Context: an optimization exercise on an open-source flow, tuned for small area, a short achievable clock period and few clock cycles. The choices shown serve that exercise and are no tape-out recipe.
The RTL was checked by simulation tests, not by an equivalence proof against the original design.
Power and IR drop assume default switching activity.

## fp_mult
module fp_mult(A, B, clk, reset, C, done, flow);
    input [31:0] A, B;
    input clk;
    input reset;
    output [31:0] C;
    output done;
    output [1:0] flow;
    wire be0_one = B[0] ^ 1'b0;
    wire be0_two = (B[1] & ~B[0] & ~1'b0) | (~B[1] & B[0] & 1'b0);
    wire be0_neg = B[1];
    wire be0_x0 = (A[0] ^ B[1]);
    wire be0_x1 = (A[1] ^ B[1]);
    wire be0_x2 = (A[2] ^ B[1]);
    wire be0_x3 = (A[3] ^ B[1]);
    wire be0_x4 = (A[4] ^ B[1]);
    wire be0_x5 = (A[5] ^ B[1]);
    wire be0_x6 = (A[6] ^ B[1]);
    wire be0_x7 = (A[7] ^ B[1]);
    wire be0_x8 = (A[8] ^ B[1]);
    wire be0_x9 = (A[9] ^ B[1]);
    wire be0_x10 = (A[10] ^ B[1]);
    wire be0_x11 = (A[11] ^ B[1]);
    wire be0_x12 = (A[12] ^ B[1]);
    wire be0_x13 = (A[13] ^ B[1]);
    wire be0_x14 = (A[14] ^ B[1]);
    wire be0_x15 = (A[15] ^ B[1]);
    wire be0_x16 = (A[16] ^ B[1]);
    wire be0_x17 = (A[17] ^ B[1]);
    wire be0_x18 = (A[18] ^ B[1]);
    wire be0_x19 = (A[19] ^ B[1]);
    wire be0_x20 = (A[20] ^ B[1]);
    wire be0_x21 = (A[21] ^ B[1]);
    wire be0_x22 = (A[22] ^ B[1]);
    wire be0_x23 = ~B[1];
    wire pp1 = (be0_one & be0_x0) | (be0_two & B[1]);
    wire pp2 = (be0_one & be0_x1) | (be0_two & be0_x0);
    wire pp3 = (be0_one & be0_x2) | (be0_two & be0_x1);
    wire pp4 = (be0_one & be0_x3) | (be0_two & be0_x2);
    wire pp5 = (be0_one & be0_x4) | (be0_two & be0_x3);
    wire pp6 = (be0_one & be0_x5) | (be0_two & be0_x4);
    wire pp7 = (be0_one & be0_x6) | (be0_two & be0_x5);
    wire pp8 = (be0_one & be0_x7) | (be0_two & be0_x6);
    wire pp9 = (be0_one & be0_x8) | (be0_two & be0_x7);
    wire pp10 = (be0_one & be0_x9) | (be0_two & be0_x8);
    wire pp11 = (be0_one & be0_x10) | (be0_two & be0_x9);
    wire pp12 = (be0_one & be0_x11) | (be0_two & be0_x10);
    wire pp13 = (be0_one & be0_x12) | (be0_two & be0_x11);
  ...
clock: 5.0 ns
lec_check: 0
abc_area: 1
cap_margin: 20
core_margin: 2
core_utilization: 50
slew_margin: 20
synth_hierarchical: 1
standard.sh (not shown) runs the stock make flow with config.mk's settings and CLKGATE_MAP_FILE= SYNTH_SCRIPT=/design/flow/synth_recipe.tcl, a recipe that flattens the netlist after the stock synthesis.
==> flow/flow/run.sh <==
#!/bin/bash
set -o pipefail
export BUFFER_PORTS_ARGS="-buffer_cell sky130_fd_sc_hd__buf_4"
bash standard.sh > standard.log 2>&1
The starting point passed the timing, design-rule and antenna checks.
Testbench counts at the start, summed over its fixed seeds: cycles 2,400.
Rerun with:
Settings changed: CORE_UTILIZATION 50 to 40.
Clock power came out lower by 7.2%.
Setup slack degrades by 0.0091 ns.
Final area came out higher by 1.0%.
Die area came out higher by 24%.
Fmax is about the same.

== v49 ==
fp_mult again, from the RTL that the note above started with.
// fp_mult
module fp_mult(A, B, clk, reset, C, done, flow);
    input [31:0] A, B;
    input clk;
    input reset;
    output [31:0] C;
    output done;
    output [1:0] flow;
    wire be0_one = B[0] ^ 1'b0;
    wire be0_two = (B[1] & ~B[0] & ~1'b0) | (~B[1] & B[0] & 1'b0);
    wire be0_neg = B[1];
    wire be0_x0 = (A[0] ^ B[1]);
    wire be0_x1 = (A[1] ^ B[1]);
    wire be0_x2 = (A[2] ^ B[1]);
    wire be0_x3 = (A[3] ^ B[1]);
    wire be0_x4 = (A[4] ^ B[1]);
    wire be0_x5 = (A[5] ^ B[1]);
    wire be0_x6 = (A[6] ^ B[1]);
    wire be0_x7 = (A[7] ^ B[1]);
    wire be0_x8 = (A[8] ^ B[1]);
    wire be0_x9 = (A[9] ^ B[1]);
    wire be0_x10 = (A[10] ^ B[1]);
    wire be0_x11 = (A[11] ^ B[1]);
    wire be0_x12 = (A[12] ^ B[1]);
    wire be0_x13 = (A[13] ^ B[1]);
    wire be0_x14 = (A[14] ^ B[1]);
    wire be0_x15 = (A[15] ^ B[1]);
    wire be0_x16 = (A[16] ^ B[1]);
    wire be0_x17 = (A[17] ^ B[1]);
    wire be0_x18 = (A[18] ^ B[1]);
    wire be0_x19 = (A[19] ^ B[1]);
    wire be0_x20 = (A[20] ^ B[1]);
    wire be0_x21 = (A[21] ^ B[1]);
    wire be0_x22 = (A[22] ^ B[1]);
    wire be0_x23 = ~B[1];
    wire pp1 = (be0_one & be0_x0) | (be0_two & B[1]);
    wire pp2 = (be0_one & be0_x1) | (be0_two & be0_x0);
    wire pp3 = (be0_one & be0_x2) | (be0_two & be0_x1);
    wire pp4 = (be0_one & be0_x3) | (be0_two & be0_x2);
    wire pp5 = (be0_one & be0_x4) | (be0_two & be0_x3);
    wire pp6 = (be0_one & be0_x5) | (be0_two & be0_x4);
    wire pp7 = (be0_one & be0_x6) | (be0_two & be0_x5);
    wire pp8 = (be0_one & be0_x7) | (be0_two & be0_x6);
    wire pp9 = (be0_one & be0_x8) | (be0_two & be0_x7);
    wire pp10 = (be0_one & be0_x9) | (be0_two & be0_x8);
    wire pp11 = (be0_one & be0_x10) | (be0_two & be0_x9);
    wire pp12 = (be0_one & be0_x11) | (be0_two & be0_x10);
    wire pp13 = (be0_one & be0_x12) | (be0_two & be0_x11);
    wire pp14 = (be0_one & be0_x13) | (be0_two & be0_x12);
  ...
export LEC_CHECK = 0
export ABC_AREA = 1
export CAP_MARGIN = 20
export CORE_MARGIN = 2
export CORE_UTILIZATION = 40
export SLEW_MARGIN = 20
export SYNTH_HIERARCHICAL = 1
create_clock -name core_clock -period 5.0 [get_ports {clk}]
==> flow/flow/run.sh <==
#!/bin/bash
set -o pipefail
export BUFFER_PORTS_ARGS="-buffer_cell sky130_fd_sc_hd__buf_2"
bash standard.sh > standard.log 2>&1
Testbench counts of v49, summed over its fixed seeds: cycles 2,400.
Modified inputs, v30 compared to v49
Settings: setting ABC_CLOCK_PERIOD_IN_PS to 8000 for the first time.
==> flow/flow/run.sh <==
#!/bin/bash
set -o pipefail
export BUFFER_PORTS_ARGS="-buffer_cell sky130_fd_sc_hd__buf_4"
bash standard.sh > standard.log 2>&1
- Summary of v30 over v49: synthesized cell count ~0 delta; switching power as a share of total power shrank by 0.71 points.
- Looking at number of global-route vias before repair across v30 and v49, the one that comes out lower is v30.
- Clock network fraction of design power ended up 0.2 points higher on v30 than on v49.
- Sort v30 and v49 by largest net degree at the start of global routing desc -> top: v49
- Comparing first-pass GRT wire length for v30 and v49, the smaller number came from v30.
What v51 does differently from v30 at the input level:
Settings: CTS_CLUSTER_SIZE now 40, previously not set; ABC_CLOCK_PERIOD_IN_PS no longer set, was 8000; CTS_BUF_LIST now sky130_fd_sc_hd__clkbuf_8, previously not set.
--- outcome ---
Max fmax across v51 and v30: v30
v51 against v30: final setup slack of the worst path has decreased, arrival time at the worst endpoint increased 0.07 ns, part of the power in the clock network lost 1.3 points.

==> separate check: timing with driven ports <==
Ports are ideal in the flow. The routed layouts listed here were re-timed in OpenROAD. Step 1 (the two cells are an assumption about what drives the block):
set clk [get_ports {clk}]
set_driving_cell -lib_cell sky130_fd_sc_hd__clkbuf_16 $clk
set_driving_cell -lib_cell sky130_fd_sc_hd__buf_2 [delete_from_list [all_inputs] $clk]
Step 2 adds t to the input delays and takes it off the output delays; t is the mean of the earliest and latest rising clock arrival at the registers after step 1. Input paths then give back, and output paths get back, about the clock's delay inside the block. Three values: ideal ports, drivers, drivers and shift; two values: the first two.
run	t, ns	setup slack, ns	clock arrival spread, ns
the first run of note 1	0.409	0.313 / 0.280 / -0.062	0.015 / 0.015
the second run of note 1	0.413	0.304 / 0.247 / -0.037	0.008 / 0.008
v49	0.418	0.239 / 0.184 / -0.085	0.010 / 0.011
v30	0.413	0.304 / 0.247 / -0.037	0.008 / 0.008
v51	0.443	0.232 / 0.179 / -0.053	0.009 / 0.010
With both steps, setup timing fails in every run listed, where it was met with ideal ports. For the first run of note 1, which loses most, drivers alone change the setup slack by -0.033 ns; drivers and shift together by -0.375 ns.
